This is an optimization exercise on Yosys and OpenROAD, whose aim is small area, not a production implementation. In this exercise RTL edits were held to simulation tests only and were not proved equivalent to the original. Power and IR drop assume default switching activity.

--- design/flow/config.mk ---
export PLATFORM = sky130hd
export DESIGN_NAME = ahb_usb
export DESIGN_NICKNAME = ahb_usb
export VERILOG_FILES = /design/flow/design.v
export SDC_FILE = /design/flow/constraint.sdc
export NUM_CORES = 4
export LEC_CHECK = 0
export CAP_MARGIN = 20
export CORE_MARGIN = 2
export CORE_UTILIZATION = 70
export SLEW_MARGIN = 20
export SYNTH_HIERARCHICAL = 1
--- design/flow/constraint.sdc ---
create_clock -name core_clock -period 10.0 [get_ports {clk}]
set_input_delay 2.0000 -clock core_clock [delete_from_list [all_inputs] [get_ports {clk}]]
set_output_delay 2.0000 -clock core_clock [all_outputs]
set_load 0.01 [all_outputs]
--- design/flow/design.v ---
`timescale 1ns / 10ps
module ahb_usb #(
) (
    input clk, n_rst,
    input logic hsel,
    input logic [3:0] haddr,
    input logic [2:0] hsize,
    input logic [1:0] htrans,
    input logic hwrite,
    input logic [2:0] hburst,
    input logic [31:0] hwdata,
    output logic hready,
    output logic [31:0] hrdata,
    output logic hresp,
    input logic dp_in,
    input logic dm_in,
    output logic dp_out,
    output logic dm_out,
    output logic d_mode
);
    logic [2:0] RX_packet, TX_packet;
    logic RX_data_ready, RX_transfer_active, RX_error;
    logic [6:0] buffer_occupancy;
    logic [7:0] RX_data, TX_data;
    logic clear_done, get_RX_data, store_TX_data, clear, TX_error, TX_transfer_active, packet_done;
    logic flush, store_RX_packet_data, get_TX_packet_data;
    logic [7:0] RX_packet_data, TX_packet_data;
    logic last_store_TX_data, last_store_RX_data;
    logic tx_in_wait;
    logic [6:0] waddr, raddr, hw;
    logic [63:0][7:0] mem, mem_d;
    logic clear_flag, any_store, wr, rd;
    logic [7:0] wval, nwval, rdata;
    assign clear_flag = clear | flush;
    assign clear_done = clear_flag;
    assign last_store_TX_data = tx_in_wait;
    assign any_store = last_store_TX_data | last_store_RX_data;
    assign wr = (clear_flag | any_store) & ~waddr[6];
    assign wval = clear_flag ? 8'h00 : (last_store_RX_data ? RX_packet_data : TX_data);
    assign nwval = ~wval;
    logic eq_rw, at_hw;
    assign eq_rw = (raddr == waddr);
    assign at_hw = (waddr == hw);
    assign rd = ~eq_rw & (get_TX_packet_data | get_RX_data);
    always_ff @(posedge clk, negedge n_rst) begin
        if (~n_rst) begin
            last_store_RX_data <= 0;
            waddr <= 0;
            raddr <= 0;
            hw <= 0;
        end else begin
            last_store_RX_data <= store_RX_packet_data;
            if (clear_flag) waddr <= 0;
            else if (any_store & ~waddr[6]) waddr <= waddr + 1;
            if (clear_flag) raddr <= 0;
            else if (rd) raddr <= raddr + 1;
            if (wr && at_hw) hw <= hw + 1;
        end
    end
    logic [63:0] we;
    always_comb
        for (int i = 0; i < 64; i++) we[i] = wr & (waddr[5:0] == i[5:0]);
    logic [63:0] nwe;
    assign nwe = ~we;
    genvar gi, gb;
    generate
        for (gi = 0; gi < 64; gi++) begin : g_byte
            for (gb = 0; gb < 8; gb++) begin : g_bit
                logic hold_n;
                db_nand2 u_h (.a(mem[gi][gb]), .b(nwe[gi]), .y(hold_n));
                db_o21ai u_d (.a1(nwval[gb]), .a2(nwe[gi]), .b1(hold_n), .y(mem_d[gi][gb]));
            end
        end
    endgenerate
    always_ff @(posedge clk)
        mem <= mem_d;
    logic rvalid;
    logic [7:0] rs_lo, rs_hi;
    logic [63:0] rsel;
    assign rvalid = ~(eq_rw & at_hw);
    always_comb begin
        for (int i = 0; i < 8; i++) begin
            rs_lo[i] = (raddr[2:0] == i[2:0]);
            rs_hi[i] = (raddr[5:3] == i[2:0]) & rvalid;
        end
        for (int i = 0; i < 64; i++) rsel[i] = rs_lo[i % 8] & rs_hi[i / 8];
    end
    generate
        for (gb = 0; gb < 8; gb++) begin : g_rd
            logic [21:0] t_n;
            logic [5:0] u;
            logic [2:0] v_n;
            for (gi = 0; gi < 21; gi++) begin : g_t
                db_a222oi u_t (.a1(rsel[3*gi]), .a2(mem[3*gi][gb]),
                               .b1(rsel[3*gi+1]), .b2(mem[3*gi+1][gb]),
                               .c1(rsel[3*gi+2]), .c2(mem[3*gi+2][gb]), .y(t_n[gi]));
            end
            db_nand2 u_t21 (.a(rsel[63]), .b(mem[63][gb]), .y(t_n[21]));
            for (gi = 0; gi < 5; gi++) begin : g_u
                db_nand4 u_u (.a(t_n[4*gi]), .b(t_n[4*gi+1]), .c(t_n[4*gi+2]), .d(t_n[4*gi+3]), .y(u[gi]));
            end
            db_nand2 u_u5 (.a(t_n[20]), .b(t_n[21]), .y(u[5]));
            db_nor2 u_v0 (.a(u[0]), .b(u[1]), .y(v_n[0]));
            db_nor2 u_v1 (.a(u[2]), .b(u[3]), .y(v_n[1]));
            db_nor2 u_v2 (.a(u[4]), .b(u[5]), .y(v_n[2]));
            db_nand3 u_w (.a(v_n[0]), .b(v_n[1]), .c(v_n[2]), .y(rdata[gb]));
        end
    endgenerate
    assign RX_data = get_RX_data ? rdata : 8'h00;
    assign TX_packet_data = (~get_RX_data & get_TX_packet_data) ? rdata : 8'h00;
    assign buffer_occupancy = waddr - raddr;
    if (1) begin : g_ahb
    logic act;
    assign act = hsel & htrans[1];
    logic l_wr, l_t1;
    logic [3:0] l_addr;
    logic [1:0] l_sz;
    logic r_wr, r_t1;
    logic [3:0] r_addr;
    logic [1:0] hr_state, next_hr_state;
    logic [31:0] dbr;
    logic [7:0] tx_ctl, flush_ctl;
    logic tx_busy, tx_wait;
    logic [1:0] tx_n, tx_hs;
    localparam logic [1:0] RX_IDLE = 2'd0, RX_WRDY = 2'd1, RX_ADDR = 2'd2, RX_WADDR = 2'd3;
    logic [1:0] rx_st, rx_n, rx_hs;
    logic error, stall, raw, tx_ready, rx_ready, tx_cont, rx_cont, tx_stall;
    logic r_error, w_error;
    assign hresp = hr_state[1];
    assign raw = act & ~hwrite & r_wr & (r_addr == haddr);
    assign hready = ~hr_state[0] & ~raw;
    assign d_mode = TX_transfer_active;
    assign TX_packet = tx_ctl[2:0];
    assign clear = flush_ctl[0];
    assign tx_ready = act & hwrite & (haddr[3:2] == 2'b00);
    assign rx_ready = act & ~hwrite & (haddr[3:2] == 2'b00);
    assign tx_cont = ~tx_n[0] ? ((tx_hs == 2'd1) || (tx_hs == 2'd2)) : (~tx_n[1] & (tx_hs == 2'd2));
    assign rx_cont = ~rx_n[0] ? ((rx_hs == 2'd1) || (rx_hs == 2'd2)) : (~rx_n[1] & (rx_hs == 2'd2));
    assign tx_stall = tx_busy ? (~tx_wait | tx_cont) : tx_ready;
    always_comb begin
        case (rx_st)
            RX_IDLE: stall = rx_ready | tx_stall;
            RX_WADDR: stall = rx_cont;
            default: stall = 1'b1;
        endcase
    end
    always_comb begin
        case (hsize)
            3'd0: r_error = ~((haddr <= 4'h8) || (haddr == 4'hC) || (haddr == 4'hD));
            3'd1: r_error = ~((haddr == 4'h0) || (haddr == 4'h2) || (haddr == 4'h4) || (haddr == 4'h6) || (haddr == 4'h8) || (haddr == 4'hC) || (haddr == 4'hD));
            3'd2: r_error = ~((haddr == 4'h0) || (haddr == 4'h4) || (haddr == 4'h6) || (haddr == 4'h8) || (haddr == 4'hC) || (haddr == 4'hD));
            default: r_error = 1'b0;
        endcase
        case (hsize)
            3'd0: w_error = ~((haddr[3:2] == 2'b00) || (haddr == 4'hC) || (haddr == 4'hD));
            3'd1: w_error = ~((haddr == 4'h0) || (haddr == 4'h2) || (haddr == 4'hC) || (haddr == 4'hD));
            3'd2: w_error = ~((haddr == 4'h0) || (haddr == 4'hC) || (haddr == 4'hD));
            default: w_error = 1'b0;
        endcase
    end
    assign error = act & ~hresp & (hwrite ? w_error : r_error);
    always_comb begin
        if (hr_state == 2'b11) next_hr_state = 2'b10;
        else if (error) next_hr_state = 2'b11;
        else if (stall) next_hr_state = 2'b01;
        else next_hr_state = 2'b00;
    end
    logic we;
    logic [3:0] lane_we;
    logic tx_we, flush_we;
    assign we = hsel & r_t1 & l_wr;
    always_comb begin
        lane_we = 4'b0000;
        tx_we = 1'b0;
        flush_we = 1'b0;
        case (l_sz)
            2'd0: begin
                if (l_addr[3:2] == 2'b00) lane_we[l_addr[1:0]] = 1'b1;
                tx_we = (l_addr == 4'hC);
                flush_we = (l_addr == 4'hD);
            end
            2'd1: begin
                if (l_addr == 4'h0) lane_we = 4'b0011;
                if (l_addr == 4'h2) lane_we = 4'b1100;
                tx_we = (l_addr == 4'hC);
                flush_we = (l_addr == 4'hC) || (l_addr == 4'hD);
            end
            2'd2: begin
                if (l_addr == 4'h0) lane_we = 4'b1111;
                tx_we = (l_addr == 4'hC);
                flush_we = (l_addr == 4'hC) || (l_addr == 4'hD);
            end
            default: ;
        endcase
    end
    always_ff @(posedge clk, negedge n_rst) begin
        if (~n_rst) begin
            l_wr <= 0;
            l_t1 <= 0;
            l_addr <= 0;
            l_sz <= 0;
            r_wr <= 0;
            r_t1 <= 0;
            r_addr <= 0;
            hr_state <= 2'b00;
            dbr <= 0;
            tx_ctl <= 0;
            flush_ctl <= 0;
            tx_busy <= 0;
            tx_wait <= 0;
            tx_n <= 0;
            tx_hs <= 0;
            rx_st <= RX_IDLE;
            rx_n <= 0;
            rx_hs <= 0;
        end else begin
            if (hready) begin
                l_wr <= hwrite;
                l_t1 <= htrans[1];
                l_addr <= haddr;
                l_sz <= (hsize[2] | (hsize[1] & hsize[0])) ? 2'd3 : hsize[1:0];
            end
            r_wr <= hwrite;
            r_t1 <= htrans[1];
            r_addr <= haddr;
            hr_state <= next_hr_state;
            for (int k = 0; k < 4; k++) begin
                if (rx_st == RX_ADDR && rx_n == k[1:0]) dbr[8*k +: 8] <= RX_data;
                else if (we & lane_we[k]) dbr[8*k +: 8] <= hwdata[8*k +: 8];
            end
            if (packet_done) tx_ctl <= 0;
            else if (we & tx_we) tx_ctl <= hwdata[7:0];
            if (clear_done) flush_ctl <= 0;
            else if (we & flush_we) flush_ctl <= hwdata[15:8];
            if (!tx_busy) begin
                tx_hs <= hsize[1:0];
                tx_n <= haddr[1:0];
                tx_wait <= 1'b0;
                tx_busy <= tx_ready & ~hresp;
            end else if (!tx_wait) begin
                tx_wait <= 1'b1;
            end else begin
                tx_wait <= 1'b0;
                tx_n <= tx_n + 2'd1;
                tx_busy <= tx_cont;
            end
            case (rx_st)
                RX_IDLE: begin
                    rx_hs <= hsize[1:0];
                    if (rx_ready & ~hresp) rx_st <= RX_WRDY;
                end
                RX_WRDY: begin
                    rx_n <= l_addr[1:0];
                    if (RX_data_ready) rx_st <= (l_addr[3:2] == 2'b00) ? RX_ADDR : RX_IDLE;
                end
                RX_ADDR: rx_st <= RX_WADDR;
                default: begin
                    rx_n <= rx_n + 2'd1;
                    rx_st <= rx_cont ? RX_ADDR : RX_IDLE;
                end
            endcase
        end
    end
    assign store_TX_data = tx_busy & ~tx_wait;
    assign tx_in_wait = tx_busy & tx_wait;
    assign get_RX_data = (rx_st == RX_ADDR);
    assign TX_data = dbr[8*tx_n +: 8];
    logic [15:0] status_reg, error_reg;
    assign status_reg = {7'b0, TX_transfer_active, RX_transfer_active, 3'b0, RX_packet, RX_data_ready};
    assign error_reg = {7'b0, TX_error, 7'b0, RX_error};
    always_comb begin
        hrdata = 32'h0;
        if (hsel && l_t1 && ~hresp && ~l_wr) begin
            case (l_sz)
                2'd0: begin
                    case (l_addr)
                        4'h0: hrdata[7:0] = dbr[7:0];
                        4'h1: hrdata[15:8] = dbr[15:8];
                        4'h2: hrdata[23:16] = dbr[23:16];
                        4'h3: hrdata[31:24] = dbr[31:24];
                        4'h4: hrdata[7:0] = status_reg[7:0];
                        4'h5: hrdata[15:8] = status_reg[15:8];
                        4'h6: hrdata[23:16] = error_reg[7:0];
                        4'h7: hrdata[31:24] = error_reg[15:8];
                        4'h8: hrdata[7:0] = {1'b0, buffer_occupancy};
                        4'hC: hrdata[7:0] = tx_ctl;
                        4'hD: hrdata[15:8] = flush_ctl;
                        default: ;
                    endcase
                end
                2'd1: begin
                    case (l_addr)
                        4'h0: hrdata[15:0] = dbr[15:0];
                        4'h2: hrdata[31:16] = dbr[31:16];
                        4'h4: hrdata[15:0] = status_reg;
                        4'h6: hrdata[31:16] = error_reg;
                        4'h8: hrdata[7:0] = {1'b0, buffer_occupancy};
                        4'hC: hrdata[15:0] = {flush_ctl, tx_ctl};
                        4'hD: hrdata[15:8] = flush_ctl;
                        default: ;
                    endcase
                end
                2'd2: begin
                    case (l_addr)
                        4'h0: hrdata = dbr;
                        4'h4: hrdata[15:0] = status_reg;
                        4'h6: hrdata[31:16] = error_reg;
                        4'h8: hrdata[7:0] = {1'b0, buffer_occupancy};
                        4'hC: hrdata[15:0] = {flush_ctl, tx_ctl};
                        4'hD: hrdata[15:8] = flush_ctl;
                        default: ;
                    endcase
                end
                default: ;
            endcase
        end
    end
    end
    logic [7:0] encoded_TX_packet_data, pidbyte;
    logic c8bit_rollover_flag, tx_clk_div, tx_clear, counter_clear, bit_counter_en;
    logic en_clk_div_tx;
    always_comb begin
        case (TX_packet)
            1 : pidbyte = 8'b11010111;
            2 : pidbyte = 8'b00100111;
            3 : pidbyte = 8'b11001001;
            4 : pidbyte = 8'b00111001;
            5 : pidbyte = 8'b01000001;
            default: pidbyte = 8'h01;
        endcase
    end
    assign en_clk_div_tx = (TX_packet < 6) && (TX_packet != 0);
    assign TX_error = (TX_packet > 5);
    logic [3:0] tx_bitc;
    always_ff @(posedge clk, negedge n_rst) begin
        if (~n_rst) tx_bitc <= 0;
        else if (counter_clear) tx_bitc <= 0;
        else if (bit_counter_en) tx_bitc <= (tx_bitc == 4'd8) ? 4'd1 : tx_bitc + 4'd1;
    end
    assign c8bit_rollover_flag = (tx_bitc == 4'd8);
    logic [3:0] tx_c8;
    logic [1:0] tx_c3;
    logic tx_cnt_en, tx_c8f, tx_c3f;
    assign tx_c8f = (tx_c8 == 4'd8);
    assign tx_c3f = (tx_c3 == 2'd3);
    always_ff @(posedge clk, negedge n_rst) begin
        if (~n_rst) begin
            tx_c8 <= 0;
            tx_c3 <= 0;
            tx_cnt_en <= 0;
        end else begin
            if (tx_clear) tx_c8 <= 0;
            else if (tx_cnt_en) tx_c8 <= tx_c8f ? 4'd1 : tx_c8 + 4'd1;
            if (tx_clear) tx_c3 <= 0;
            else if (tx_c8f) tx_c3 <= tx_c3f ? 2'd1 : tx_c3 + 2'd1;
            tx_cnt_en <= en_clk_div_tx & (~tx_cnt_en | ~(tx_c8f & tx_c3f));
        end
    end
    assign tx_clk_div = ((tx_c8f & ~tx_c3f) | ~tx_cnt_en) & en_clk_div_tx & (tx_c8 != 4'd0);
    assign encoded_TX_packet_data[7] = TX_packet_data[7];
    always_comb
        for (int i = 6; i >= 0; i--)
            encoded_TX_packet_data[i] = TX_packet_data[i] ? encoded_TX_packet_data[i+1] : ~encoded_TX_packet_data[i+1];
    if (1) begin : g_txf
        logic  clk_div;
        assign clk_div = tx_clk_div;
        logic [2:0] tx_packet;
        assign tx_packet = TX_packet;
        logic  buff_empty;
        assign buff_empty = eq_rw;
        logic [7:0] encoded_tx_packet_data;
        assign encoded_tx_packet_data = encoded_TX_packet_data;
        logic  get_tx_packet_data;
        assign get_TX_packet_data = get_tx_packet_data;
        logic  tx_transfer_active;
        assign TX_transfer_active = tx_transfer_active;
        logic  clear;
        assign tx_clear = clear;
        logic  DP_OUT;
        assign dp_out = DP_OUT;
        logic  DM_OUT;
        assign dm_out = DM_OUT;
    logic [7:0] syncbyte, crcbyte1, crcbyte2, parallel_in;
    logic shift_enable, load_enable;
    logic serial_out;
    logic serial_out_dp, serial_out_sr;
    assign syncbyte = 8'b01010100;
    assign crcbyte1 = 8'b00010001;
    assign crcbyte2 = 8'b00100010;
        localparam logic [4:0] IDLE = 5'd0;
    localparam logic [4:0] LoadSYNC = 5'd1;
    localparam logic [4:0] ShiftSYNC = 5'd2;
    localparam logic [4:0] SYNCWait = 5'd3;
    localparam logic [4:0] LoadPID = 5'd4;
    localparam logic [4:0] PIDWait = 5'd5;
    localparam logic [4:0] ShiftPID = 5'd6;
    localparam logic [4:0] LoadCRC1 = 5'd7;
    localparam logic [4:0] CRC1Wait = 5'd8;
    localparam logic [4:0] ShiftCRC1 = 5'd9;
    localparam logic [4:0] LoadCRC2 = 5'd10;
    localparam logic [4:0] CRC2Wait = 5'd11;
    localparam logic [4:0] ShiftCRC2 = 5'd12;
    localparam logic [4:0] LoadDATA = 5'd13;
    localparam logic [4:0] DATAWait = 5'd14;
    localparam logic [4:0] ShiftDATA = 5'd15;
    localparam logic [4:0] LoadEOP = 5'd16;
    localparam logic [4:0] ShiftEOP = 5'd17;
    localparam logic [4:0] EOPWait = 5'd18;
    localparam logic [4:0] PacketDone = 5'd19;
    logic [4:0] state, n_state;
    always_ff @( posedge clk, negedge n_rst ) begin
        if (n_rst == 0) begin
            state <= IDLE;
        end
        else begin
            state <= n_state;
        end
    end
    always_comb begin : Transition
        case (state)
            IDLE : begin
                if ((tx_packet > 0) && (tx_packet < 6)) begin
                    n_state = LoadSYNC;
                end
                else begin
                    n_state = IDLE;
                end
            end
            LoadSYNC : begin
                n_state = SYNCWait;
            end
            ShiftSYNC : begin
                n_state = SYNCWait;
            end
            SYNCWait : begin
                if ((clk_div == 1) && (c8bit_rollover_flag != 1)) begin
                    n_state = ShiftSYNC;
                end
                else if (((clk_div == 1) && (c8bit_rollover_flag == 1))) begin
                    n_state = LoadPID;
                end
                else begin
                    n_state = SYNCWait;
                end
            end
            LoadPID : begin
                n_state = PIDWait;
            end
            ShiftPID : begin
                    n_state = PIDWait;
            end
            PIDWait : begin
                if ((clk_div == 1) && (c8bit_rollover_flag != 1)) begin
                    n_state = ShiftPID;
                end
                else if ((clk_div == 1) && (c8bit_rollover_flag == 1) && ((tx_packet == 1) || (tx_packet == 2)) ) begin
                    n_state = LoadDATA;
                end
                else if ((clk_div == 1) && (c8bit_rollover_flag == 1))begin
                    n_state = LoadCRC1;
                end
                else begin
                    n_state = PIDWait;
                end
            end
            LoadDATA : begin
                n_state = DATAWait;
            end
            ShiftDATA : begin
                n_state = DATAWait;
            end
            DATAWait : begin
                if ((clk_div == 1) && (c8bit_rollover_flag != 1)) begin
                    n_state = ShiftDATA;
                end
                else if ((clk_div == 1) && (c8bit_rollover_flag == 1) && (!buff_empty)) begin
                    n_state = LoadDATA;
                end
                else if ((clk_div == 1) && (c8bit_rollover_flag == 1) && (buff_empty))begin
                    n_state = LoadCRC1;
                end
                else begin
                    n_state = DATAWait;
                end
            end
            LoadCRC1 : begin
                n_state = CRC1Wait;
            end
            ShiftCRC1 : begin
                n_state = CRC1Wait;
            end
            CRC1Wait : begin
                if ((clk_div == 1) && (c8bit_rollover_flag != 1)) begin
                    n_state = ShiftCRC1;
                end
                else if ((clk_div == 1) && (c8bit_rollover_flag == 1)) begin
                    n_state = LoadCRC2;
                end
                else begin
                    n_state = CRC1Wait;
                end
            end
            LoadCRC2 : begin
                n_state = CRC2Wait;
            end
            ShiftCRC2 : begin
                n_state = CRC2Wait;
            end
            CRC2Wait : begin
                if ((clk_div == 1) && (c8bit_rollover_flag != 1)) begin
                    n_state = ShiftCRC2;
                end
                else if ((clk_div == 1) && (c8bit_rollover_flag == 1)) begin
                    n_state = LoadEOP;
                end
                else begin
                    n_state = CRC2Wait;
                end
            end
            LoadEOP : begin
                if (clk_div == 1) begin
                    n_state = ShiftEOP;
                end
                else begin
                    n_state = state;
                end
            end
            ShiftEOP : n_state = EOPWait;
            EOPWait : begin
                if (clk_div == 1) begin
                    n_state = PacketDone;
                end
                else begin
                    n_state = state;
                end
            end
            PacketDone : n_state = IDLE;
            default: n_state = IDLE;
        endcase
    end
    always_comb begin : Output
        parallel_in = '0;
        serial_out_dp = 0;
        case (state)
            IDLE : begin
                clear = 0;
                counter_clear = 1;
                tx_transfer_active = 0;
                packet_done = 0;
                shift_enable = 0;
                load_enable = 1;
                bit_counter_en = 0;
                parallel_in = 8'h80;
                get_tx_packet_data = 0;
            end
            LoadSYNC : begin
                clear = 0;
                counter_clear = 0;
                tx_transfer_active = 1;
                packet_done = 0;
                shift_enable = 1;
                load_enable = 1;
                bit_counter_en = 0;
                parallel_in = syncbyte;  
                get_tx_packet_data = 0;
            end
            ShiftSYNC : begin
                clear = 0;
                counter_clear = 0;
                tx_transfer_active = 1;
                packet_done = 0;
                shift_enable = 1;
                load_enable = 0;
                bit_counter_en = 1;
                get_tx_packet_data = 0;
            end
            SYNCWait : begin
                clear = 0;
                counter_clear = 0;
                tx_transfer_active = 1;
                packet_done = 0;
                shift_enable = 0;
                load_enable = 0;
                bit_counter_en = 0;
                get_tx_packet_data = 0;
            end
            LoadPID : begin
                clear = 0;
                counter_clear = 1;
                tx_transfer_active = 1;
                packet_done = 0;
                shift_enable = 1;
                load_enable = 1;
                bit_counter_en = 0;
                parallel_in = pidbyte;
                get_tx_packet_data = 0;
            end
            PIDWait : begin
                clear = 0;
                counter_clear = 0;
                tx_transfer_active = 1;
                packet_done = 0;
                shift_enable = 0;
                load_enable = 0;
                bit_counter_en = 0;
                get_tx_packet_data = 0;
            end
            ShiftPID : begin
                clear = 0;
                counter_clear = 0;
                tx_transfer_active = 1;
                packet_done = 0;
                shift_enable = 1;
                load_enable = 0;
                bit_counter_en = 1;
                get_tx_packet_data = 0;
            end
            LoadDATA : begin
                clear = 0;
                counter_clear = 1;
                tx_transfer_active = 1;
                packet_done = 0;
                shift_enable = 1;
                load_enable = 1;
                bit_counter_en = 0;
                parallel_in = encoded_tx_packet_data;
                get_tx_packet_data = 1;
            end
            DATAWait : begin
                clear = 0;
                counter_clear = 0;
                tx_transfer_active = 1;
                packet_done = 0;
                shift_enable = 0;
                load_enable = 0;
                bit_counter_en = 0;
                get_tx_packet_data = 0;
            end
            ShiftDATA : begin
                clear = 0;
                counter_clear = 0;
                tx_transfer_active = 1;
                packet_done = 0;
                shift_enable = 1;
                load_enable = 0;
                bit_counter_en = 1;
                get_tx_packet_data = 0;
            end
            LoadCRC1 : begin
                clear = 0;
                counter_clear = 1;
                tx_transfer_active = 1;
                packet_done = 0;
                shift_enable = 1;
                load_enable = 1;
                bit_counter_en = 0;
                parallel_in = crcbyte1;
                get_tx_packet_data = 0;
            end
            CRC1Wait : begin
                clear = 0;
                counter_clear = 0;
                tx_transfer_active = 1;
                packet_done = 0;
                shift_enable = 0;
                load_enable = 0;
                bit_counter_en = 0;
                get_tx_packet_data = 0;
            end
            ShiftCRC1 : begin
                clear = 0;
                counter_clear = 0;
                tx_transfer_active = 1;
                packet_done = 0;
                shift_enable = 1;
                load_enable = 0;
                bit_counter_en = 1;
                get_tx_packet_data = 0;
            end
            LoadCRC2 : begin
                clear = 0;
                counter_clear = 1;
                tx_transfer_active = 1;
                packet_done = 0;
                shift_enable = 1;
                load_enable = 1;
                bit_counter_en = 1;
                parallel_in = crcbyte2;
                get_tx_packet_data = 0;
            end
            CRC2Wait : begin
                clear = 0;
                counter_clear = 0;
                tx_transfer_active = 1;
                packet_done = 0;
                shift_enable = 0;
                load_enable = 0;
                bit_counter_en = 0;
                get_tx_packet_data = 0;
            end
            ShiftCRC2 : begin
                clear = 0;
                counter_clear = 0;
                tx_transfer_active = 1;
                packet_done = 0;
                shift_enable = 1;
                load_enable = 0;
                bit_counter_en = 1;
                get_tx_packet_data = 0;
            end
            LoadEOP : begin
                clear = 0;
                counter_clear = 1;
                tx_transfer_active = 1;
                packet_done = 0;
                shift_enable = 1;
                load_enable = 1;
                bit_counter_en = 0;
                get_tx_packet_data = 0;
            end
            ShiftEOP : begin
                clear = 0;
                counter_clear = 0;
                tx_transfer_active = 1;
                packet_done = 0;
                shift_enable = 1;
                load_enable = 0;
                bit_counter_en = 1;
                get_tx_packet_data = 0;
            end
            EOPWait : begin
                clear = 0;
                counter_clear = 0;
                tx_transfer_active = 1;
                packet_done = 0;
                shift_enable = 0;
                load_enable = 0;
                bit_counter_en = 0;
                get_tx_packet_data = 0;
            end
            PacketDone : begin
                clear = 1;
                counter_clear = 1;
                tx_transfer_active = 0;
                packet_done = 1;
                shift_enable = 0;
                load_enable = 1;
                bit_counter_en = 0;
                get_tx_packet_data = 0;
                parallel_in = 8'h80;
                serial_out_dp = 1;
            end
            default: begin
                clear = 1;
                counter_clear = 1;
                tx_transfer_active = 0;
                packet_done = 0;
                shift_enable = 0;
                load_enable = 1;
                bit_counter_en = 0;
                get_tx_packet_data = 0;
            end
        endcase
    end
    logic [7:0] sr;
    always_ff @( posedge clk, negedge n_rst ) begin
        if (!n_rst)
            sr <= 8'hFF;
        else if (load_enable)
            sr <= parallel_in;
        else if (shift_enable)
            sr <= {sr[6:0], 1'b0};
    end
    assign serial_out_sr = sr[7];
    assign serial_out = serial_out_sr || serial_out_dp;
    assign DP_OUT = serial_out;
    always_comb begin
        if ((state == LoadEOP) || (state == ShiftEOP) || (state == EOPWait)) begin
            DM_OUT = 0;
        end
        else begin
            DM_OUT = ~serial_out;
        end
    end
    end
    logic dp_s1, dp_s, dm_s1, dm_s;
    always_ff @(posedge clk, negedge n_rst) begin
        if (~n_rst) begin
            dp_s1 <= 1'b1;
            dp_s <= 1'b1;
            dm_s1 <= 1'b0;
            dm_s <= 1'b0;
        end else begin
            dp_s1 <= dp_in;
            dp_s <= dp_s1;
            dm_s1 <= dm_in;
            dm_s <= dm_s1;
        end
    end
    logic rx_clk_div, d_edge, d_orig, eop, eop_error;
    logic rx_clear, en_clk_div_rx, shift_in, clear_clk, store_packet, shift_enable, count_en;
    logic NRZI_en, clear_4clk, clk_4_en, addr_check, addr_right, addr_wrong;
    logic rollover_flag_3, byte_strobe, readjust, clear_diff_count;
    logic [7:0] packet_data;
    logic [1:0] eop_count;
    logic prev_dp, prev_dm, se0p;
    assign se0p = ~prev_dp & ~prev_dm;
    always_ff @(posedge clk, negedge n_rst) begin
        if (~n_rst) begin
            eop_count <= 0;
            prev_dm <= 0;
            prev_dp <= 1;
        end else if (rx_clear) begin
            eop_count <= 0;
        end else if (rx_clk_div) begin
            eop_count <= se0p ? eop_count + 2'd1 : 2'd0;
            prev_dm <= dm_s;
            prev_dp <= dp_s;
        end
    end
    assign eop = (eop_count == 2'd2) & ~se0p;
    assign eop_error = ((eop_count == 2'd1) & ~se0p) | ((eop_count == 2'd2) & se0p);
    logic [3:0] rx_c8;
    logic [1:0] rx_c3;
    logic rx_cnt_en, rx_c8f, rx_c3f, en_cd_rx;
    assign rx_c8f = (rx_c8 == 4'd8);
    assign rx_c3f = (rx_c3 == 2'd3);
    assign en_cd_rx = en_clk_div_rx & ~readjust;
    always_ff @(posedge clk, negedge n_rst) begin
        if (~n_rst) begin
            rx_c8 <= 0;
            rx_c3 <= 0;
            rx_cnt_en <= 0;
        end else begin
            if (clear_clk) rx_c8 <= 0;
            else if (rx_cnt_en) rx_c8 <= rx_c8f ? 4'd1 : rx_c8 + 4'd1;
            if (clear_clk) rx_c3 <= 0;
            else if (rx_c8f) rx_c3 <= rx_c3f ? 2'd1 : rx_c3 + 2'd1;
            rx_cnt_en <= en_cd_rx & (~rx_cnt_en | ~(rx_c8f & rx_c3f));
        end
    end
    assign rx_clk_div = ((rx_c8f & ~rx_c3f) | ~rx_cnt_en) & en_cd_rx & (rx_c8 != 4'd0) & ~clear_diff_count;
    logic dp_prev;
    always_ff @(posedge clk, negedge n_rst) begin
        if (~n_rst) dp_prev <= 1'b1;
        else if (NRZI_en) dp_prev <= dp_s;
    end
    assign d_orig = ~(dp_s ^ dp_prev);
    assign d_edge = dp_s ^ dp_prev;
    always_ff @(posedge clk, negedge n_rst) begin
        if (~n_rst) packet_data <= 8'hFF;
        else if (shift_enable) packet_data <= {d_orig, packet_data[7:1]};
    end
    logic [15:0] data_register;
    logic [3:0] next_pid;
    logic [2:0] rx_packet_r;
    assign next_pid = shift_in ? packet_data[3:0] : data_register[11:8];
    always_ff @(posedge clk, negedge n_rst) begin
        if (~n_rst) begin
            data_register <= 16'b0;
            rx_packet_r <= 3'b0;
        end else begin
            if (shift_in) data_register <= {packet_data, data_register[15:8]};
            if (store_packet) begin
                case (next_pid)
                    4'b0001: rx_packet_r <= 3'b001;  
                    4'b1001: rx_packet_r <= 3'b010;  
                    4'b0010: rx_packet_r <= 3'b011;  
                    4'b0011: rx_packet_r <= 3'b100;  
                    4'b1011: rx_packet_r <= 3'b101;  
                    default: rx_packet_r <= 3'b000;
                endcase
            end
        end
    end
    assign RX_packet = rx_packet_r;
    assign RX_packet_data = data_register[7:0];
    assign addr_right = addr_check & (data_register[10:0] == 11'b10111010101);
    assign addr_wrong = addr_check & (data_register[10:0] != 11'b10111010101);
    logic [3:0] byte_cnt;
    logic [1:0] four_cnt;
    logic [5:0] div_cnt;
    always_ff @(posedge clk, negedge n_rst) begin
        if (~n_rst) begin
            byte_cnt <= 0;
            four_cnt <= 0;
            div_cnt <= 0;
            clear_diff_count <= 0;
        end else begin
            if (rx_clear) byte_cnt <= 0;
            else if (count_en) byte_cnt <= byte_strobe ? 4'd1 : byte_cnt + 4'd1;
            if (clear_4clk) four_cnt <= 0;
            else if (clk_4_en) four_cnt <= rollover_flag_3 ? 2'd1 : four_cnt + 2'd1;
            if (clear_diff_count) div_cnt <= 0;
            else if (rx_clk_div) div_cnt <= readjust ? 6'd1 : div_cnt + 6'd1;
            clear_diff_count <= readjust;
        end
    end
    assign byte_strobe = (byte_cnt == 4'd8);
    assign rollover_flag_3 = (four_cnt == 2'd2);
    assign readjust = (div_cnt == 6'd45);
    if (1) begin : g_rxc
        logic  clk_div;
        assign clk_div = rx_clk_div;
        logic  buffer_full;
        assign buffer_full = waddr[6] & (raddr == 7'd0);
        logic  rx_error;
        assign RX_error = rx_error;
        logic  rx_dr;
        assign RX_data_ready = rx_dr;
        logic  rx_busy;
        assign RX_transfer_active = rx_busy;
        logic  store_rx_data;
        assign store_RX_packet_data = store_rx_data;
        logic  en_clk_div;
        assign en_clk_div_rx = en_clk_div;
        logic  clear;
        assign rx_clear = clear;
        logic  shift_en;
        assign shift_enable = shift_en;
localparam logic crc_right = 1'b1, crc_wrong = 1'b0, bitstuff_error = 1'b0;
logic store_data, crc_check, send_packet, EOP_en;
    localparam logic [5:0] IDLE = 6'd0;
    localparam logic [5:0] START = 6'd1;
    localparam logic [5:0] SAMPLE = 6'd2;
    localparam logic [5:0] SYNC_WAIT = 6'd3;
    localparam logic [5:0] SYNC = 6'd4;
    localparam logic [5:0] PID_WAIT = 6'd5;
    localparam logic [5:0] PID = 6'd6;
    localparam logic [5:0] FLUSH = 6'd7;
    localparam logic [5:0] FLUSH_WAIT = 6'd8;
    localparam logic [5:0] START_SHIFT = 6'd9;
    localparam logic [5:0] DATA_WAIT = 6'd10;
    localparam logic [5:0] DATA_WAIT2 = 6'd11;
    localparam logic [5:0] DATA_SHIFT = 6'd12;
    localparam logic [5:0] STORE_DATA = 6'd13;
    localparam logic [5:0] DATA_CRC = 6'd14;
    localparam logic [5:0] CRC_WAIT = 6'd15;
    localparam logic [5:0] DATA_EOP = 6'd16;
    localparam logic [5:0] DATA_IDLE = 6'd17;
    localparam logic [5:0] DATA_ERROR = 6'd18;
    localparam logic [5:0] TOKEN_SHIFT = 6'd19;
    localparam logic [5:0] TOKEN_WAIT1 = 6'd20;
    localparam logic [5:0] TOKEN_WAIT2 = 6'd21;
    localparam logic [5:0] TOKEN_WAIT3 = 6'd22;
    localparam logic [5:0] TOKEN_DATA1 = 6'd23;
    localparam logic [5:0] TOKEN_DATA2 = 6'd24;
    localparam logic [5:0] TOKEN_ADDR_WAIT = 6'd25;
    localparam logic [5:0] TOKEN_ADDR = 6'd26;
    localparam logic [5:0] TOKEN_CRC = 6'd27;
    localparam logic [5:0] TOKEN_CRC_WAIT = 6'd28;
    localparam logic [5:0] TOKEN_EOP = 6'd29;
    localparam logic [5:0] ACK_SHIFT = 6'd30;
    localparam logic [5:0] ACK_WAIT = 6'd31;
    localparam logic [5:0] ACK_SEND = 6'd32;
    localparam logic [5:0] EIDLE = 6'd33;
    localparam logic [5:0] EOP_CHECK = 6'd34;
    logic [5:0] state, next_state;
always_ff @(posedge clk, negedge n_rst) begin
    if(~n_rst) begin
        state <= IDLE;
    end
    else begin
        state <= next_state;
    end
end
always_comb begin
    next_state = state;
    case(state)
    IDLE: next_state = eop ? EIDLE : d_edge ? START : IDLE ; 
    START: next_state = eop ? EIDLE : rollover_flag_3 ? SAMPLE : START;
    SAMPLE: next_state = eop? EIDLE : SYNC_WAIT;
    SYNC_WAIT: next_state = eop ? EIDLE : byte_strobe ? SYNC : SYNC_WAIT ; 
    SYNC: next_state = eop ? EIDLE: (packet_data == 8'h80) ? PID_WAIT : EIDLE ;
    PID_WAIT: next_state = eop  ? EIDLE : byte_strobe? PID : PID_WAIT;
    PID: begin
        if(eop)
            next_state = EIDLE;
        case(packet_data)
        8'b11100001, 8'b01101001: next_state = TOKEN_SHIFT;  
        8'b11000011, 8'b01001011: next_state = FLUSH;  
        8'b11010010: next_state = ACK_SHIFT;  
        default: next_state = EIDLE;
        endcase
    end
    FLUSH: next_state = (eop ||bitstuff_error) ? EIDLE : FLUSH_WAIT; 
    FLUSH_WAIT: next_state = (eop ||bitstuff_error) ? EIDLE : byte_strobe ? START_SHIFT : FLUSH_WAIT;
    START_SHIFT: next_state = (eop || bitstuff_error) ? EIDLE : byte_strobe ? DATA_WAIT : START_SHIFT;
    DATA_WAIT: next_state = (eop_error ||bitstuff_error) ? EIDLE : eop ? DATA_CRC : byte_strobe ? DATA_SHIFT : DATA_WAIT;
    DATA_SHIFT: next_state = (eop_error || bitstuff_error || buffer_full) ? DATA_ERROR : eop ? DATA_CRC : DATA_WAIT2;
    DATA_WAIT2: next_state = (eop_error || bitstuff_error) ? DATA_ERROR : eop ? DATA_CRC : byte_strobe ? STORE_DATA : DATA_WAIT2;
    STORE_DATA: next_state = (eop_error || bitstuff_error || buffer_full) ? DATA_ERROR : eop ? DATA_CRC : DATA_SHIFT;
    DATA_ERROR: next_state = EIDLE;
    DATA_CRC: next_state = eop_error ? DATA_ERROR : CRC_WAIT;
    CRC_WAIT: next_state = crc_wrong ? EIDLE : crc_right ? DATA_EOP : CRC_WAIT; 
    DATA_EOP: next_state = DATA_IDLE; 
    DATA_IDLE : next_state = d_edge ? START : DATA_IDLE;
    TOKEN_SHIFT: next_state =  (eop || bitstuff_error) ? EIDLE : TOKEN_WAIT1;
    TOKEN_WAIT1:next_state = (eop || bitstuff_error) ? EIDLE : byte_strobe ? TOKEN_DATA1 : TOKEN_WAIT1;
    TOKEN_DATA1: next_state = (eop|| bitstuff_error) ? EIDLE : TOKEN_WAIT2;
    TOKEN_WAIT2: next_state = (eop || bitstuff_error) ? EIDLE : byte_strobe ? TOKEN_DATA2 : TOKEN_WAIT2;
    TOKEN_DATA2: next_state = (eop || bitstuff_error) ? EIDLE : TOKEN_WAIT3;
    TOKEN_WAIT3: next_state = (eop_error || bitstuff_error || addr_wrong) ? EIDLE : eop ? TOKEN_ADDR_WAIT : TOKEN_WAIT3;
    TOKEN_ADDR_WAIT: next_state = (eop_error) ? EIDLE : TOKEN_ADDR;
    TOKEN_ADDR: next_state = (eop_error || addr_wrong) ? EIDLE : addr_right ?  TOKEN_CRC : TOKEN_ADDR;
    TOKEN_CRC: next_state = TOKEN_CRC_WAIT;
    TOKEN_CRC_WAIT: next_state = (crc_wrong || eop_error || bitstuff_error) ? EIDLE : crc_right ? TOKEN_EOP : TOKEN_CRC_WAIT;
    TOKEN_EOP: next_state = IDLE;
    ACK_SHIFT: next_state = (eop_error ||bitstuff_error) ? EIDLE: ACK_WAIT;
    ACK_WAIT: next_state = (eop_error ||bitstuff_error) ? EIDLE: eop? ACK_SEND : ACK_WAIT;
    ACK_SEND: next_state = EOP_CHECK;
    EOP_CHECK: next_state = eop_error ? EIDLE : eop? EOP_CHECK : IDLE;
    EIDLE: next_state = d_edge ? START : EIDLE;
    default: next_state = IDLE;
    endcase
end
always_comb begin
    flush = 0;
    rx_error = 0; 
    rx_dr = 0;
    rx_busy = 1;
    store_rx_data = 0;
    store_data = 0;
    crc_check = 0;
    send_packet = 0;
    shift_in = 0;
    clear = 0;
    en_clk_div = 1;
    store_packet = 0;
    addr_check = 0;
    shift_en = ((clk_div == 1) || (rollover_flag_3 == 1 ));
    NRZI_en = ((clk_div == 1)) || (rollover_flag_3 == 1);
    count_en = ((clk_div == 1)) || (rollover_flag_3 == 1);
    EOP_en = clk_div;
    clear_clk = 0;
    clk_4_en = 0;
    clear_4clk = 0;
    case(state)
    IDLE: begin
        en_clk_div = 0;
        rx_busy = 0;
        clear = 1;
        clear_4clk = 1;
        send_packet = 1;
        shift_en = 0;
        count_en = 0;
        clear_clk = 1;
    end
    START: begin
        en_clk_div = 0;
        clk_4_en = 1;
    end
    SAMPLE: begin
        en_clk_div = 1;
        clear_4clk = 1;
    end
    SYNC_WAIT: begin
        en_clk_div = 1;
    end
    SYNC: begin
        en_clk_div = 1;
        clear = 1;    
    end
    PID_WAIT: begin
        en_clk_div = 1; 
    end
    PID: begin  
        en_clk_div = 1;
        clear = 1;
    end
    FLUSH: begin
        flush = 1;
        shift_in  = 1;
        en_clk_div = 1;        
    end
    FLUSH_WAIT: begin
        flush = 0;
        shift_in = 0;
        store_packet = 1;
    end
    START_SHIFT: begin
        en_clk_div = 1;
        shift_in = 1;
        store_data = 0;
        clear = 1;
    end
    DATA_WAIT: begin 
        en_clk_div = 1;
        shift_in = 0;
    end
    DATA_SHIFT: begin
        en_clk_div = 1;
        store_data = 0;
        shift_in = 1;
        clear = 1;
    end
    DATA_WAIT2: begin 
        en_clk_div = 1;
        shift_in = 0;
    end
    STORE_DATA: begin
        en_clk_div = 1;
        store_data = 1;
        shift_in  = 0;
        store_rx_data = 1;
        clear = 1;
    end
    DATA_ERROR: begin
        rx_error = 1;
        flush = 1;  
        clear = 1;
    end
    DATA_CRC: begin
        en_clk_div = 1;
        store_data = 0;
        crc_check = 1;
        shift_in = 0;
        store_data = 0; 
    end
    CRC_WAIT: begin
        en_clk_div = 1;
        crc_check = 0;
    end
    DATA_EOP: begin
        en_clk_div = 1;
        rx_dr = 1;  
        clear = 1;
    end
    DATA_IDLE: begin
        rx_dr = 1;
        rx_busy = 0;
        clear = 1;
        send_packet = 1;
        clear_clk = 1;
        clear_4clk = 1;
        en_clk_div = 0;
    end
    TOKEN_SHIFT:begin
        en_clk_div = 1;
        shift_in = 1;
        store_packet  = 1;
        clear = 1;
    end
    TOKEN_WAIT1:begin
        en_clk_div = 1;
        shift_in = 0;
    end
    TOKEN_DATA1: begin
        en_clk_div = 1;
        shift_in= 1;
        clear = 1;
    end
    TOKEN_WAIT2:begin
        en_clk_div = 1;
        shift_in = 0;
    end
    TOKEN_DATA2: begin
        en_clk_div = 1;
        shift_in= 1;
        clear = 1;
    end
    TOKEN_WAIT3:begin
        en_clk_div = 1;
        shift_in = 0;
    end
    TOKEN_ADDR_WAIT: begin
        en_clk_div = 1;
        addr_check = 1;
    end
    TOKEN_ADDR: begin
        en_clk_div = 1;
        addr_check = 1;
    end
    TOKEN_CRC: begin
        en_clk_div = 1;
        crc_check = 1;
    end
    TOKEN_CRC_WAIT: begin 
        en_clk_div = 1;
        crc_check = 0;
    end
    TOKEN_EOP: begin
        send_packet = 1;
        clear = 1;
    end
    ACK_SHIFT: begin
        shift_in = 1; 
    end
    ACK_WAIT: begin
        store_packet = 1;
    end
    ACK_SEND: begin
        send_packet = 1;
    end
    EOP_CHECK: begin
        clear = 1;
    end
    EIDLE: begin
        rx_error = 1;
        rx_busy = 0;  
        clear = 1;
        clear_clk = 1;
        clear_4clk = 1;
        en_clk_div = 0;
    end
    endcase
end
    end
endmodule
module db_nor2 (input logic a, b, output logic y);
    assign y = ~(a | b);
endmodule
module db_nand2 (input logic a, b, output logic y);
    assign y = ~(a & b);
endmodule
module db_nand3 (input logic a, b, c, output logic y);
    assign y = ~(a & b & c);
endmodule
module db_nand4 (input logic a, b, c, d, output logic y);
    assign y = ~(a & b & c & d);
endmodule
module db_o21ai (input logic a1, a2, b1, output logic y);
    assign y = ~((a1 | a2) & b1);
endmodule
module db_a222oi (input logic a1, a2, b1, b2, c1, c2, output logic y);
    assign y = ~((a1 & a2) | (b1 & b2) | (c1 & c2));
endmodule
--- design/flow/flow/run.sh ---
#!/bin/bash
# Standard ORFS layout (the standard.sh, standard synthesis unchanged) with
# two layout-only knobs:
#  - buffer the ports with the smallest buffer
#  - clock tree: clkbuf_8 drives the sink clusters, clkbuf_16 above them,
#    no dummy loads
set -euo pipefail
export BUFFER_PORTS_ARGS="-buffer_cell sky130_fd_sc_hd__buf_1"
export CTS_ARGS="-sink_clustering_enable -repair_clock_nets -sink_clustering_size 20 -sink_clustering_max_diameter 50 -buf_list {sky130_fd_sc_hd__clkbuf_8 sky130_fd_sc_hd__clkbuf_16} -sink_clustering_buffer sky130_fd_sc_hd__clkbuf_8 -root_buf sky130_fd_sc_hd__clkbuf_16 -dont_use_dummy_load"
bash standard.sh > standard.log 2>&1
--- design/flow/standard.sh ---
#!/bin/bash
# synth_recipe.tcl (not shown) runs the flow's synth.tcl, then flattens the netlist and writes it again
# the make line also repeats each setting of config.mk as NAME=value (left out here)
make -C /OpenROAD-flow-scripts/flow DESIGN_CONFIG=/design/flow/config.mk WORK_HOME=/design/flow/orfs CLKGATE_MAP_FILE= SYNTH_SCRIPT=/design/flow/synth_recipe.tcl "${@:-finish}"
==> results of run 1 <==
state kept, by name, indices dropped and copies added (netlist names), 6 cells and up:
signal / flops
hw: 7
g_rxc.state: 6
div_cnt: 6
data_register: 16
g_txf.sr: 8
raddr: 7
g_ahb.tx_ctl: 8
g_ahb.flush_ctl: 8
mem: 512
g_ahb.dbr: 32
waddr: 7
packet_data: 8
Yosys stat by module (local to each module, per instance):
module | copies in the design | cell area, um^2 | cells
db_nor2 | 24 | 3.75 | 1
db_o21ai | 512 | 5.00 | 1
db_nand3 | 8 | 5.00 | 1
db_a222oi | 168 | 10.0 | 1
db_nand2 | 528 | 3.75 | 1
ahb_usb | 1 | 23000 | 2038
db_nand4 | 40 | 6.26 | 1
worst max-delay path, delay by kind of cell, from the launching register on:
family	cells	cell delay [ps]
simple gates	9	2560
xor+xnor	5	1500
compound gates	3	950
flops	1	500
fa+ha+maj	1	370
buf+inv	1	150
power by group through the flow:
stage               Sequential [W]  Clock [W]  Combinational (W)
global route               0.00356    0.00148            0.00305
CTS                        0.00350    0.00138            0.00277
floorplan                  0.00335          0            0.00194
detailed placement         0.00356          0            0.00276
global placement           0.00354          0            0.00267
finish                     0.00351    0.00137            0.00287
synthesized netlist by cell type (9+ instances only):
cell type  count
dfstp_2       20
dfxtp_1      512
nand3_1       43
o22ai_1       13
a22oi_1       14
mux4_2        10
nand2_1      729
nor3_1        26
xnor2_1       25
nand4_1       53
and3_1        12
nor2_1       256
o21ai_0       99
nand2b_1      32
ha_1          49
a31oi_1       11
a21oi_1       90
a222oi_1     169
a211oi_1      16
nor4_1         9
inv_1         52
and2_1        28
o21ai_1      515
nor2b_1       23
mux2_2        40
xor2_1        21
mux2i_1       63
dfrtp_1      164
clkbuf_1      70
logic make-up (layout without fill, tap and decap cells):
logic type                 after synthesis  in the layout  synth area share
xor gates and xnor gates                48             48            0.0152
buffers and inverters                  139            210            0.0182
other                                    0              1                 0
AOI/OAI and AO/OA                     1013           1013             0.215
adders and majority gates               50             50            0.0214
muxes                                  113            113            0.0442
and+or+nand+nor                       1259           1259             0.183
DFF                                    696            696             0.503
area by class of cell:
cell class / count / area share
Multi-Input combinational cell: 2483 / 0.455
Antenna cell: 1 / 0.0000801
Timing Repair Buffer: 106 / 0.0168
Inverter: 53 / 0.00637
Tap cell: 539 / 0.0216
Clock buffer: 51 / 0.0243
Sequential cell: 696 / 0.476
metal layers:
layer,up-vias,GRT usage,share of wire
met5,-,0,0.00052
met4,6,0.216,0.059
met3,294,0.0727,0.10
met2,1509,0.589,0.45
met1,12500,0.507,0.39
li1,12200,-,-
worst min-delay path by stage:
stage,startpoint,end,slack [ps]
finish,dm_s1$_DFF_PN0_,dm_s$_DFF_PN0_,350
global placement,dm_s1$_DFF_PN0_,dm_s$_DFF_PN0_,340
detailed placement,dp_s1$_DFF_PN1_,dp_s$_DFF_PN1_,350
floorplan,dm_s1$_DFF_PN0_,dm_s$_DFF_PN0_,330
global route,dm_s1$_DFF_PN0_,dm_s$_DFF_PN0_,350
CTS,dm_s1$_DFF_PN0_,dm_s$_DFF_PN0_,350
per-stage QoR:
stage / instances / utilization
5_1_grt: 3928 / 0.746
4_1_cts: 3927 / 0.745
2_1_floorplan: 3318 / -
6_report: 3929 / 0.746
3_3_place_gp: 3876 / 0.727
3_5_place_dp: 3876 / 0.727
==> results.txt, run 1 <==
Status:
- The run finished with no timing, DRC or antenna violations.

Timing:
- Final hold analysis gives a worst-case slack of 352 ps.
- The slew of the pin with the lowest slew margin is 1100 ps.
- The maximum achievable frequency is 160 MHz.
- The hold violation total from the final report is 0.
- The worst pin sits at a relative slew slack of 0.255.
- The number of setup violations in the final report is 0.
- The final max-slew violation count is 0.
- The portion of the clock cycle consumed by the worst path in the final layout is 0.624.
- For the finished layout, the period the worst path requires is 6240 ps.
- Setup repair after global routing left no endpoint under its margin.
- The worst clock skew is 84.5 ps.
- In the final timing run, aggregate negative setup slack is 0 ps.
- Across all setup checks in the final design, the least slack found is 3760 ps.

Route:
- The average wire per standard cell is 21.7 um.
- For this block, the routed nets add up to 85100 um of wire.
- The total DRC errors in the routed layout is 0.
- The number of design-rule violations left by the first detailed-router iteration is 3795.
- The count of nets left with antenna violations once routing finished came out at 0.
- The number of iterations in the first detailed-routing pass is 9.
- The via density per instance is 6.74.
- The total via count after detailed routing is 26.5k.

Logic synthesis:
- The post-synthesis async set-or-reset flop share is 0.264.
- The gate count of the mapped netlist is 3318.
- The number of distinct library cells after synthesis is 80.
- The total number of yosys warnings is 7.
- The cell type contributing the most total cell area after synthesis is dfxtp_1.
- The fraction of post-synthesis cell area in the top cell type by area is 0.347.
- The cell area that synthesis handed to floorplanning was 29600 um^2.
- After synthesis, the cell types taking the most area are dfxtp_1, dfrtp_1, nand2_1.
- Counting flops with a built-in enable in the synthesized netlist gives 0.
- The most used flip-flop cell after synthesis is dfxtp_1.
- The synthesized design contains 696 register bits.
- For this run, the register share of the synthesized area comes to 0.503.
- Averaged over all synthesized cells, the footprint is 8.91 um^2.
- The synthesized net count is 3418.

Cells and area:
- Registers take 14900 um^2.
- The net count of the finished layout is 3491.
- The layout overhead on the synthesized area is 5.65%.
- In the layout the commonest cells are nand2_1, o21ai_1, dfxtp_1, nor2_1, a222oi_1.
- The share of post-route cells with drive strength above 1 is 0.0508.
- The multi-input combinational cells in the finished layout cover a total of 14200 um^2.
- Once layout is done, the placed cells without fillers occupy 31200 um^2.
- The number of fillers in the final layout is 3158.
- Leaving out fill and tap cells, the most frequent cell in the layout is nand2_1.

Placed design:
- The number of buffer cells added on primary ports is 82.
- After legalization and detailed placement, the total HPWL measured 57100 um.
- Prior to clock tree synthesis, the placed netlist has a worst setup slack of 4100 ps.
- The cell area reported after detailed placement is 30400 um^2.
- Routability-driven placement finished with a final weighted congestion of 0.983.

Floorplan:
- The die width is 210 um.
- The floorplan step defined a die boundary enclosing 43900 um^2.
- The effective utilization at floorplan is 0.706.
- 87 I/O pins were placed.
- The floorplan has 75 rows.
- The floorplan step set the die height to 210 um.
- After floorplanning, the core was sized to cover 41900 um^2.

Setup path:
- Along the worst path, the maximum fanout reaches 9.
- The kind of launch point of the worst setup path is a register.
- The count of cells along the worst register-to-register path is 19.
- STA puts the critical path data arrival time at 6670 ps.
- At the worst endpoint, the required time is 10430 ps.
- The reg-to-reg endpoint is g_txf.sr[0]$_DFFE_PN1P_.
- The worst-path cell with the longest stage delay is xor3_1.
- The critical path capture point type is a register.
- The largest single stage delay on the critical path is 650 ps.
- The beginning of the critical path is raddr[2]$_DFFE_PN0P_.
- The beginning of the worst register-to-register path is raddr[2]$_DFFE_PN0P_.
- The reg-to-reg setup timing slack is 3760 ps.
- The most common cell type on the critical path is nor2_1.
- The critical path goes through inv_1 -> ha_1 -> nand2_1 -> or3_1 -> nor2_1 -> nor2_1 -> nand2_1 -> nor2_1 -> a222oi_1 -> nand4_1 -> nor2_1 -> nand3_1 -> xor3_1 -> xnor3_1 -> xor2_1 -> xnor2_1 -> xnor2_1 -> o21ai_0 -> o311ai_0.
- The most critical setup path has its endpoint at g_txf.sr[0]$_DFFE_PN1P_.
- The startpoint-to-endpoint class of the critical path is register to register.

Global routing:
- Entering global routing, the biggest net connects 185 pins.
- The aggregate global-route resource usage is 0.381.
- The first-pass GRT wire length is 133000 um.
- The initial antenna violation count was 3.
- The sum of overflow across all layers after global routing is 0.
- The number of global-route vias before repair is 24.5k.

Power:
- For this design the static power due to leakage is 11.5 nW.
- The total power after layout is 0.00775 W.
- The proportion of power drawn by flip-flops and latches is 0.454.
- The switching power of the nets is 0.00331 W.
- The internal portion of total power is 0.00444 W.
- The peak ir drop on the vdd network is 0.386 mV.
- For this design the ratio of total power to cell area is 248 nW/um^2.
- The net switching share of the total power is 0.427.
- Of the total power, the clock network draws 0.176.
- The part of the total power dissipated in combinational logic is 0.370.

Clocking:
- TritonCTS built the clock tree.
- The clock insertion delay at the later pin of the skew report is 610 ps.
- The maximum level of the CTS H-tree is 2.
- After clock tree synthesis, the clock-pin slew on the worst setup and hold paths is 120 ps.
- The buffer type at the clock tree root is clkbuf_16.
- The number of setup buffers added after CTS is 0.
- The longest clock path from root to sink contains 3 buffers.
- Hold repair after CTS inserted 0 buffers.
- Clock tree synthesis inserted a total of 51 buffers.
- After clock tree synthesis, the repair step resized 0 gates.
- For this design, the sink count on the clock tree is 696.

Hold path:
- Counting instances, the worst hold path has a depth of 0.
- The path class of the tightest hold or removal check is register to register.

Run:
- Across the run, the number of max-cap violations was 0.
==> inputs of run 2 (changes only) <==
==> design/flow/flow/run.sh (replaced) <==
#!/bin/bash
# Standard ORFS layout (the standard.sh, standard synthesis unchanged) with
# two layout-only knobs:
#  - buffer the ports with the smallest buffer
#  - clock tree: clkbuf_8 drives the sink clusters, clkbuf_16 above them,
#    no dummy loads
set -euo pipefail
export BUFFER_PORTS_ARGS="-buffer_cell sky130_fd_sc_hd__buf_1"
export CTS_ARGS="-sink_clustering_enable -repair_clock_nets -sink_clustering_size 17 -sink_clustering_max_diameter 45 -buf_list {sky130_fd_sc_hd__clkbuf_8 sky130_fd_sc_hd__clkbuf_16} -sink_clustering_buffer sky130_fd_sc_hd__clkbuf_8 -root_buf sky130_fd_sc_hd__clkbuf_16 -dont_use_dummy_load"
bash standard.sh > standard.log 2>&1
==> run 2 against run 1 <==
  * First-iteration DRC count fell by 3.2%
  * Critical path depth did not move
  * Synthesized area stayed put
  * Still clean
  * Core utilization rose by 0.59 points
  * Critical path type unchanged
==> results.txt, run 2 <==
Route:
- The total via count after detailed routing is 26.4k.
- The final antenna-violating net count is 0.
- The number of iterations in the first detailed-routing pass is 10.
- In the routed design, unresolved DRC markers number 0.
- The via density per instance is 6.70.
- The average wire per standard cell is 21.6 um.
- Wires add up to 85100 um.
- The number of design-rule violations left by the first detailed-router iteration is 3675.

Setup path:
- STA classifies the critical path startpoint as a register.
- The worst setup path is captured at a register.
- The number of cells on the worst reg-to-reg path is 19.
- In this run the critical register-to-register path is captured at g_txf.sr[0]$_DFFE_PN1P_.
- Tracing the worst setup path back leads to its startpoint at raddr[2]$_DFFE_PN0P_.
- The required time of the critical path is 10410 ps.
- The slowest stage of the critical path belongs to the cell xor3_1.
- For this run, the slowest stage of the critical path takes 570 ps.
- The beginning of the worst register-to-register path is raddr[2]$_DFFE_PN0P_.
- Data arrives at the worst endpoint at 6600 ps.
- The setup path with the least slack is of type register to register.
- The total buffers and inverters traversed by the critical path is 1.
- Walking the worst path, the cells encountered are inv_1 -> ha_1 -> nand2_1 -> or3_1 -> nor2_1 -> nor2_1 -> nand2_1 -> nor2_1 -> a222oi_1 -> nand4_1 -> nor2_1 -> nand3_1 -> xor3_1 -> xnor3_1 -> xor2_1 -> xnor2_1 -> xnor2_1 -> o21ai_0 -> o311ai_0.
- The most numerous cell type found on the critical path is nor2_1.
- Along the worst path, the maximum fanout reaches 9.
- The worst register-to-register path has a setup slack of 3820 ps.
- The family of cells with the greatest summed delay on the critical path is simple AND/OR/NAND/NOR gates.

Logic synthesis:
- In the post-synthesis netlist, the biggest area contributors are dfxtp_1, dfrtp_1, nand2_1.
- The number of distinct library cells after synthesis is 80.
- The part of the Yosys area used for sequential elements is 0.503.
- The cell count after synthesis came out at 3318.
- The predominant post-synthesis flop cell is dfxtp_1.
- The cell area that synthesis handed to floorplanning was 29600 um^2.
- The most repeated cell in the gate-level netlist after synthesis is nand2_1.
- The share of synthesized area in the top cell type comes to 0.347.
- By count the netlist is led by nand2_1, o21ai_1, dfxtp_1.
- The post-synthesis async set-or-reset flop share is 0.264.
- Yosys printed 7 warnings.
- The post-synthesis sequential element count is 696.
- When the netlist entered floorplanning its net count stood at 3418.
- The synthesized design contains 0 enable-type register cells.
- The synthesized design spends more area on one cell type than any other, namely dfxtp_1.
- The average footprint of a synthesized cell is 8.91 um^2.

Global routing:
- Across every metal layer, demand over resource in global routing totals 0.381.
- The initial antenna violation count was 1.
- The number of global-route vias before repair is 24.5k.
- The sum of overflow across all layers after global routing is 0.
- The largest net degree at the start of global routing is 185.
- The first-pass GRT wire length is 133000 um.

Cells and area:
- The share of post-route cells with drive strength above 1 is 0.0552.
- In the final layout, the registers with the most flip-flops are mem x512, g_ahb.dbr x32, data_register x16.
- In the layout the commonest cells are nand2_1, o21ai_1, dfxtp_1, nor2_1, a222oi_1.
- The library cell used most frequently in the layout, excluding fill and tap cells, is nand2_1.
- The register with the most flip-flops in the layout has 512 of them.
- The register with the most flip-flops is mem.
- Relative to the synthesized area, the layout overhead comes to 6.49%.
- The number of fillers in the final layout is 3116.
- The layout net count is 3507.
- The count of antenna diodes in the layout is 0.
- The final instance area is 31500 um^2.

Clocking:
- The number of hold buffers added after CTS was 0.
- The clock tree from TritonCTS is done.
- The clock insertion delay at the later pin of the skew report is 600 ps.
- The maximum level of the CTS H-tree is 3.
- Buffers added to address setup during post-CTS repair amount to 0.
- The clock net in this run drives a total of 696 sinks.
- The maximum root-to-sink buffer count is 3.
- Clock tree synthesis selected as its root buffer the cell clkbuf_16.
- The clock-pin slew on the worst setup and hold paths is 90 ps.
- The number of gates resized after cts is 0.
- TritonCTS created 68 clock buffers.

Hold path:
- The startpoint of the most critical hold path is dm_s1$_DFF_PN0_.
- The number of cells on the worst hold path is 0.
- The path with the worst hold slack has its endpoint at dm_s$_DFF_PN0_.
- The type of the most critical hold path is register to register.

Placed design:
- Once detailed placement completed, the half-perimeter wirelength came to 57100 um.
- The cell area reported after detailed placement is 30400 um^2.
- The congestion estimate from routability-driven global placement came to 0.983.
- Input and output buffers added on the ports amount to 82.

Power:
- In this run the power density over the cells is 253 nW/um^2.
- Across the VDD grid, the largest voltage drop is 0.383 mV.
- For this design the static power due to leakage is 11.7 nW.

Floorplan:
- In this run the standard cell core region covers 41900 um^2.
- The floorplan die area is 43900 um^2.
- The site row count is 75.
- The number of top-level pins is 87.
- The die width is 210 um.
- The effective utilization at floorplan is 0.706.
- The die height is 210 um.

Timing:
- For this run, the top clock speed supported by timing is 162 MHz.
- The portion of the clock cycle consumed by the worst path in the final layout is 0.618.
- In this run the tightest slew margin relative to its limit is 0.227.
- The setup total negative slack is 0 ps.
- Counting I/O delays and the setup requirement, the final critical path takes 6180 ps.
- The number of setup violations in the final report is 0.
- The hold violation total from the final report is 0.
- The worst clock skew is 86.7 ps.
- The slew of the pin with the lowest slew margin is 1160 ps.
- Setup repair after global routing left no endpoint under its margin.
- The final max-slew violation count is 0.

Run:
- The tool flagged a number of max-cap violations equal to 0.

Status:
- The flow ran to the end and the layout has no timing, DRC or antenna violations.
==> run 2: cell counts after synthesis <==
Identical to the previous run, type by type.
==> run 2: layer usage <==
layer,vias to the layer above,wire [um],global-route usage
li1,12200,-,-
met1,12400,33600,0.510
met2,1478,37700,0.585
met3,288,8780,0.0763
met4,4,4930,0.213
met5,-,61,0.0100
==> run 2: cells by family (layout without fill, tap and decap cells) <==
kind of cell    Yosys count  after routing  synth area share
fa+ha+maj                50             50            0.0214
xor+xnor                 48             48            0.0152
simple gates           1259           1259             0.183
flops                   696            696             0.503
buf+inv                 139            226            0.0182
compound gates         1013           1013             0.215
mux                     113            113            0.0442
==> run 2: cell type report <==
type	count	area (um^2)	area share
sequential	696	14900	0.473
multi-input combinational	2483	14200	0.451
clock buffer	68	1040	0.0329
tap	539	674	0.0214
timing repair buffer	105	497	0.0158
inverter	53	199	0.00632
==> run 2: how the worst max path moves through the flow <==
stage / end / slack (ps) / cells after the start
global route: g_txf.sr[0]$_DFFE_PN1P_ / 3630 / 19
detailed placement: g_txf.sr[0]$_DFFE_PN1P_ / 4100 / 19
finish: g_txf.sr[0]$_DFFE_PN1P_ / 3820 / 19
CTS: g_txf.sr[0]$_DFFE_PN1P_ / 3990 / 19
global placement: g_txf.sr[0]$_DFFE_PN1P_ / 4210 / 19
floorplan: hrdata[8] / 4970 / 4
==> run 2: per-module statistics from Yosys (local to each module, per instance) <==
module	cells inside	times used	flops+latches
db_nor2	1	24	0
db_nand3	1	8	0
db_nand4	1	40	0
db_a222oi	1	168	0
ahb_usb	2038	1	696
db_nand2	1	528	0
db_o21ai	1	512	0
==> run 2: metrics by stage <==
step                std cells  total power, W  hold slack, ps  setup slack (ps)  utilization
floorplan                3318         0.00529             331              4970            -
global placement         3876         0.00621             337              4210        0.727
detailed placement       3876         0.00632             348              4100        0.727
CTS                      3944         0.00787             350              3990        0.752
global route             3944         0.00830             351              3630        0.752
finish                   3944         0.00796             349              3820        0.752
==> run 2: power breakdown <==
part | switching, W | internal (W)
Combinational | 0.00204 | 0.000820
Clock | 0.000891 | 0.000690
Sequential | 0.000400 | 0.00311
Total | 0.00333 | 0.00462

[re-timing with driven ports]
In the flow no input, the clock included, has a driving cell. The finished layouts below were timed again as built, in two steps.
Step 1 sets driving cells, clkbuf_16 on the clock port and buf_2 on the other inputs (assumed; they add their load-dependent delay and slew).
Step 2 times the ports against the registers' clock, not the clock port: input delays grow and output delays shrink by t, the midpoint of the rising clock arrivals with the driver on.
a / b / c = ideal ports / drivers / drivers and shift; a / b = the first two.
run	shift t [ns]	setup slack, ns	hold WS [ns]	worst slew at a driven data input, ns	cell pins on the clock port's net
run 1	0.623	3.760 / 3.760 / 3.760	0.352 / 0.352 / 0.352	0.07	1
run 2	0.616	3.817 / 3.817 / 3.817	0.349 / 0.349 / 0.349	0.08	1
After both steps every run listed still meets setup and hold.
